What follows belongs to an exercise in optimizing a design on an open flow for small area, a short achievable clock period and few clock cycles per item; a production flow would make more cautious choices. At most, simulation tests tie the RTL to the original design; equivalence was not proved. No activity file was given, so power comes from the tool's default toggle rates.

==> flow/design.v <==
module non_restoring_divider #(
    parameter DATA_WIDTH = 32
) (
    input  logic                    clk_i,
    input  logic                    clk_en_i,
    input  logic                    rst_n_i,
    input  logic [DATA_WIDTH - 1:0] dividend_i,
    input  logic [DATA_WIDTH - 1:0] divisor_i,
    input  logic                    data_valid_i,
    output logic [DATA_WIDTH - 1:0] quotient_o,
    output logic [DATA_WIDTH - 1:0] remainder_o,
    output logic                    divide_by_zero_o,
    output logic                    data_valid_o,
    output logic                    idle_o
);
    logic [31:0] divisor_q, rem_q, quo_q;
    logic [4:0]  cnt_q;
    logic        busy_q, valid_q, dbz_q;
    logic [1:0] skip;
    always_comb begin
        if      (|divisor_i[31:24]) skip = 2'd3;
        else if (|divisor_i[23:16]) skip = 2'd2;
        else if (|divisor_i[15:8])  skip = 2'd1;
        else                        skip = 2'd0;
    end
    logic [63:0] init;
    assign init = {32'b0, dividend_i} << {skip, 3'b000};
    logic [32:0] trial;
    logic [32:0] diff;
    logic        borrow;
    assign trial = {rem_q, quo_q[31]};
    assign {borrow, diff} = {1'b0, trial} - {2'b00, divisor_q};
    logic start;
    assign start = !busy_q && data_valid_i;
    always_ff @(posedge clk_i) begin
        if (!rst_n_i) begin
            busy_q  <= 1'b0;
            valid_q <= 1'b0;
        end else if (clk_en_i) begin
            valid_q <= busy_q && (cnt_q == 5'd0);
            if (busy_q)
                busy_q <= (cnt_q != 5'd0);
            else
                busy_q <= data_valid_i;
        end
    end
    always_ff @(posedge clk_i) begin
        if (clk_en_i) begin
            if (!busy_q) begin
                divisor_q      <= divisor_i;
                {rem_q, quo_q} <= init;
                cnt_q          <= {~skip, 3'b111};
                dbz_q          <= (divisor_i == 32'b0);
            end else if (busy_q) begin
                rem_q <= borrow ? trial[31:0] : diff[31:0];
                quo_q <= {quo_q[30:0], !borrow};
                cnt_q <= cnt_q - 5'd1;
            end
        end
    end
    assign quotient_o       = quo_q;
    assign remainder_o      = rem_q;
    assign divide_by_zero_o = dbz_q;
    assign data_valid_o     = valid_q;
    assign idle_o           = !busy_q;
endmodule
clock: 6.0 ns
lec_check: 0
cap_margin: 20
core_margin: 2
core_utilization: 40
setup_slack_margin: 2.5
slew_margin: 20
run.sh (not shown) runs the stock make flow with config.mk's settings and CLKGATE_MAP_FILE= SYNTH_SCRIPT=/design/flow/synth_recipe.tcl, a recipe that flattens the netlist after the stock synthesis.
The baseline went through all stages and came out clean.
Testbench counts at the start, summed over its fixed seeds: cycles 167,768, divisions 8,000.
Then changed:
--- a/flow/design.v
+++ b/flow/design.v
@@ -13,9 +13,9 @@
     output logic                    data_valid_o,
     output logic                    idle_o
 );
     logic [31:0] divisor_q, rem_q, quo_q;
-    logic [4:0]  cnt_q;
+    logic [3:0]  cnt_q;
     logic        busy_q, valid_q, dbz_q;
     logic [1:0] skip;
     always_comb begin
         if      (|divisor_i[31:24]) skip = 2'd3;
@@ -24,38 +24,41 @@
         else                        skip = 2'd0;
     end
     logic [63:0] init;
     assign init = {32'b0, dividend_i} << {skip, 3'b000};
-    logic [32:0] trial;
-    logic [32:0] diff;
-    logic        borrow;
-    assign trial = {rem_q, quo_q[31]};
-    assign {borrow, diff} = {1'b0, trial} - {2'b00, divisor_q};
+    logic [32:0] trial1, diff1, trial2, diff2;
+    logic        borrow1, borrow2;
+    logic [31:0] rem1;
+    assign trial1 = {rem_q, quo_q[31]};
+    assign {borrow1, diff1} = {1'b0, trial1} - {2'b00, divisor_q};
+    assign rem1 = borrow1 ? trial1[31:0] : diff1[31:0];
+    assign trial2 = {rem1, quo_q[30]};
+    assign {borrow2, diff2} = {1'b0, trial2} - {2'b00, divisor_q};
     logic start;
     assign start = !busy_q && data_valid_i;
     always_ff @(posedge clk_i) begin
         if (!rst_n_i) begin
             busy_q  <= 1'b0;
             valid_q <= 1'b0;
         end else if (clk_en_i) begin
-            valid_q <= busy_q && (cnt_q == 5'd0);
+            valid_q <= busy_q && (cnt_q == 4'd0);
             if (busy_q)
-                busy_q <= (cnt_q != 5'd0);
+                busy_q <= (cnt_q != 4'd0);
             else
                 busy_q <= data_valid_i;
         end
     end
     always_ff @(posedge clk_i) begin
         if (clk_en_i) begin
-            if (!busy_q) begin
+            if (start) begin
                 divisor_q      <= divisor_i;
                 {rem_q, quo_q} <= init;
-                cnt_q          <= {~skip, 3'b111};
+                cnt_q          <= {~skip, 2'b11};
                 dbz_q          <= (divisor_i == 32'b0);
             end else if (busy_q) begin
-                rem_q <= borrow ? trial[31:0] : diff[31:0];
-                quo_q <= {quo_q[30:0], !borrow};
-                cnt_q <= cnt_q - 5'd1;
+                rem_q <= borrow2 ? trial2[31:0] : diff2[31:0];
+                quo_q <= {quo_q[29:0], !borrow1, !borrow2};
+                cnt_q <= cnt_q - 4'd1;
             end
         end
     end
     assign quotient_o       = quo_q;
Result: Non-clock buffer count grows by 110. Total power goes up to 4.5 times its value. Fmax came out lower by a quarter to a third. Hold slack got worse by 0.062 ns. Cell count rises by well over a third. Count of clock-buffer cells in the layout does not change. Global-route usage went up by 5.1 points. Clock skew went up by 0.0071 ns.
Only the layout flow was run in the second run of this note; the RTL was not checked for function there.

---

the baseline:
// non_restoring_divider: RTL as listed in full above, without the edits since
==> flow/config.mk <==
export PLATFORM = sky130hd
export DESIGN_NAME = non_restoring_divider
export DESIGN_NICKNAME = non_restoring_divider
export VERILOG_FILES = /design/flow/design.v
export SDC_FILE = /design/flow/constraint.sdc
export NUM_CORES = 4
export LEC_CHECK = 0
export CAP_MARGIN = 20
export CORE_MARGIN = 2
export CORE_UTILIZATION = 40
export SETUP_SLACK_MARGIN = 2.5
export SLEW_MARGIN = 20
==> flow/constraint.sdc <==
create_clock -name core_clock -period 6.0 [get_ports {clk_i}]
set_input_delay 1.2000 -clock core_clock [delete_from_list [all_inputs] [get_ports {clk_i}]]
set_output_delay 1.2000 -clock core_clock [all_outputs]
set_load 0.01 [all_outputs]
standard.sh (not shown) runs the stock make flow with config.mk's settings and CLKGATE_MAP_FILE= SYNTH_SCRIPT=/design/flow/synth_recipe.tcl, a recipe that flattens the netlist after the stock synthesis.
==> flow/flow/run.sh <==
#!/bin/bash
# Standard ORFS layout, but with small buffers on the ports instead of the
# default delay-cell buffers (repair may still upsize them).
set -euo pipefail
export BUFFER_PORTS_ARGS="-buffer_cell sky130_fd_sc_hd__buf_1"
bash standard.sh > standard.log 2>&1
Testbench counts of the baseline, summed over its fixed seeds: cycles 167,768, divisions 8,000.
Input-level comparison between the candidate and the baseline:
--- a/flow/design.v
+++ b/flow/design.v
@@ -12,13 +12,13 @@
     output logic                    divide_by_zero_o,
     output logic                    data_valid_o,
     output logic                    idle_o
 );
     logic [31:0] divisor_q, rem_q, quo_q;
     logic [4:0]  cnt_q;
-    logic        busy_q, valid_q, dbz_q;
+    logic        busy_q, idle_q, valid_q, dbz_q;
     logic [1:0] skip;
     always_comb begin
         if      (|divisor_i[31:24]) skip = 2'd3;
         else if (|divisor_i[23:16]) skip = 2'd2;
         else if (|divisor_i[15:8])  skip = 2'd1;
         else                        skip = 2'd0;
@@ -27,24 +27,26 @@
     assign init = {32'b0, dividend_i} << {skip, 3'b000};
     logic [32:0] trial;
     logic [32:0] diff;
     logic        borrow;
     assign trial = {rem_q, quo_q[31]};
     assign {borrow, diff} = {1'b0, trial} - {2'b00, divisor_q};
-    logic start;
-    assign start = !busy_q && data_valid_i;
     always_ff @(posedge clk_i) begin
         if (!rst_n_i) begin
             busy_q  <= 1'b0;
+            idle_q  <= 1'b1;
             valid_q <= 1'b0;
         end else if (clk_en_i) begin
             valid_q <= busy_q && (cnt_q == 5'd0);
-            if (busy_q)
+            if (busy_q) begin
                 busy_q <= (cnt_q != 5'd0);
-            else
+                idle_q <= (cnt_q == 5'd0);
+            end else begin
                 busy_q <= data_valid_i;
+                idle_q <= !data_valid_i;
+            end
         end
     end
     always_ff @(posedge clk_i) begin
         if (clk_en_i) begin
             if (!busy_q) begin
                 divisor_q      <= divisor_i;
@@ -59,8 +61,8 @@
         end
     end
     assign quotient_o       = quo_q;
     assign remainder_o      = rem_q;
     assign divide_by_zero_o = dbz_q;
     assign data_valid_o     = valid_q;
-    assign idle_o           = !busy_q;
+    assign idle_o           = idle_q;   
 endmodule
==> notes.md <==
Status: number of standard cells in the final layout excluding fillers parity (the baseline, the candidate). Looking at routability congestion estimate across the candidate and the baseline, the one that comes out higher is the candidate. Relative to the baseline, the cell area after placement of the candidate is higher by 1.5%. Compared with the baseline, in the candidate power share of the sequential group rose by 0.7 points, hold slack rose by 0.020 ns.
Function not checked in the candidate: the RTL went through the layout flow alone.

---

== wip/delta ==
// non_restoring_divider: RTL as listed in full above, without the edits since
clock: 6.0 ns
lec_check: 0
cap_margin: 20
core_margin: 2
core_utilization: 40
cts_buf_list: sky130_fd_sc_hd__clkbuf_8
setup_slack_margin: 2.8
slew_margin: 20
==> flow/flow/run.sh <==
#!/bin/bash
# Standard ORFS layout (the standard.sh), with small buffers on the
# ports instead of the default delay-cell buffers (repair may still upsize
# them). ORFS writes each step's log under orfs/logs; make's own output goes
# to standard.log here.
set -euo pipefail
export BUFFER_PORTS_ARGS="-buffer_cell sky130_fd_sc_hd__buf_1"

bash standard.sh > standard.log 2>&1
wip/delta: no failed stages, no open violations at the end
Testbench counts of wip/delta, summed over its fixed seeds: cycles 167,768, divisions 8,000.
--- input diff wip/delta..wip/willow ---
==> flow/design.v <==
module non_restoring_divider #(
    parameter DATA_WIDTH = 32
) (
    input  logic                    clk_i,
    input  logic                    clk_en_i,
    input  logic                    rst_n_i,
    input  logic [DATA_WIDTH - 1:0] dividend_i,
    input  logic [DATA_WIDTH - 1:0] divisor_i,
    input  logic                    data_valid_i,
    output logic [DATA_WIDTH - 1:0] quotient_o,
    output logic [DATA_WIDTH - 1:0] remainder_o,
    output logic                    divide_by_zero_o,
    output logic                    data_valid_o,
    output logic                    idle_o
);
    logic [31:0] divisor_q, rem_q, quo_q;
    logic [4:0]  cnt_q;
    logic        busy_q, idle_q, valid_q, dbz_q;
    logic [1:0] skip;
    always_comb begin
        if      (|divisor_i[31:24]) skip = 2'd3;
        else if (|divisor_i[23:16]) skip = 2'd2;
        else if (|divisor_i[15:8])  skip = 2'd1;
        else                        skip = 2'd0;
    end
    logic [63:0] init;
    assign init = {32'b0, dividend_i} << {skip, 3'b000};
    logic [32:0] trial;
    logic [32:0] diff;
    logic        borrow;
    assign trial = {rem_q, quo_q[31]};
    assign {borrow, diff} = {1'b0, trial} - {2'b00, divisor_q};
    always_ff @(posedge clk_i) begin
        if (!rst_n_i) begin
            busy_q  <= 1'b0;
            idle_q  <= 1'b1;
            valid_q <= 1'b0;
        end else if (clk_en_i) begin
            valid_q <= busy_q && (cnt_q == 5'd0);
            if (busy_q) begin
                busy_q <= (cnt_q != 5'd0);
                idle_q <= (cnt_q == 5'd0);
            end else begin
                busy_q <= data_valid_i;
                idle_q <= !data_valid_i;
            end
        end
    end
    always_ff @(posedge clk_i) begin
        if (clk_en_i) begin
            if (!busy_q) begin
                divisor_q      <= divisor_i;
                {rem_q, quo_q} <= init;
                cnt_q          <= {~skip, 3'b111};
                dbz_q          <= (divisor_i == 32'b0);
            end else if (busy_q) begin
                rem_q <= borrow ? trial[31:0] : diff[31:0];
                quo_q <= {quo_q[30:0], !borrow};
                cnt_q <= cnt_q - 5'd1;
            end
        end
    end
    assign quotient_o       = quo_q;
    assign remainder_o      = rem_q;
    assign divide_by_zero_o = dbz_q;
    assign data_valid_o     = valid_q;
    assign idle_o           = idle_q;   
endmodule
## What came out
Relative contribution of the clock network to total power, wip/willow and wip/delta: lower on wip/delta. Setup slack (lower): wip/willow. Delta (wip/willow minus wip/delta): post-synthesis adder-cell area fraction held steady; worst hold slack decreased by 13 ps relative to the old numbers; register area rose by about 0.64%; share of synthesized area occupied by flip-flops and latches decreased by 0.38 points relative to the old numbers. wip/willow does better than wip/delta on worst ir drop on vdd. Lower sequential share of layout area goes to wip/willow over wip/delta. Area added between synthesis and finish: wip/willow vs wip/delta up 3.1 points.
No functional check of the RTL was part of wip/willow.

[what the ideal ports hide]
How much do the figures lean on ideal ports? The routed layouts below were timed once more, with nothing changed but the port constraints. Step 1 assumes that a clkbuf_16 drives the clock port and a buf_2 every other input. Step 2 times the ports against the registers' clock, not the clock port: input delays grow and output delays shrink by t, the midpoint of the rising clock arrivals with the driver on. a / b / c = ideal / step 1 / step 2; a / b = the first two.
run | t (ns) | setup slack, ns | worst register clock-pin slew, ns | worst slew at a driven data input, ns
the first run of note 1 | 0.393 | 2.541 / 2.560 / 2.168 | 0.08 / 0.08 | 0.06
the second run of note 1 | 0.414 | 0.940 / 0.940 / 0.940 | 0.09 / 0.09 | 0.05
the baseline | 0.400 | 2.709 / 2.710 / 2.321 | 0.08 / 0.08 | 0.06
the candidate | 0.405 | 2.614 / 2.614 / 2.310 | 0.08 / 0.08 | 0.05
wip/delta | 0.422 | 2.861 / 2.861 / 2.491 | 0.12 / 0.12 | 0.05
wip/willow | 0.430 | 2.838 / 2.838 / 2.471 | 0.11 / 0.11 | 0.05
After both steps setup and hold are still met in every run listed. The setup slack of the baseline, which loses most, moves by +0.001 ns with the drivers and by -0.388 ns with both steps.
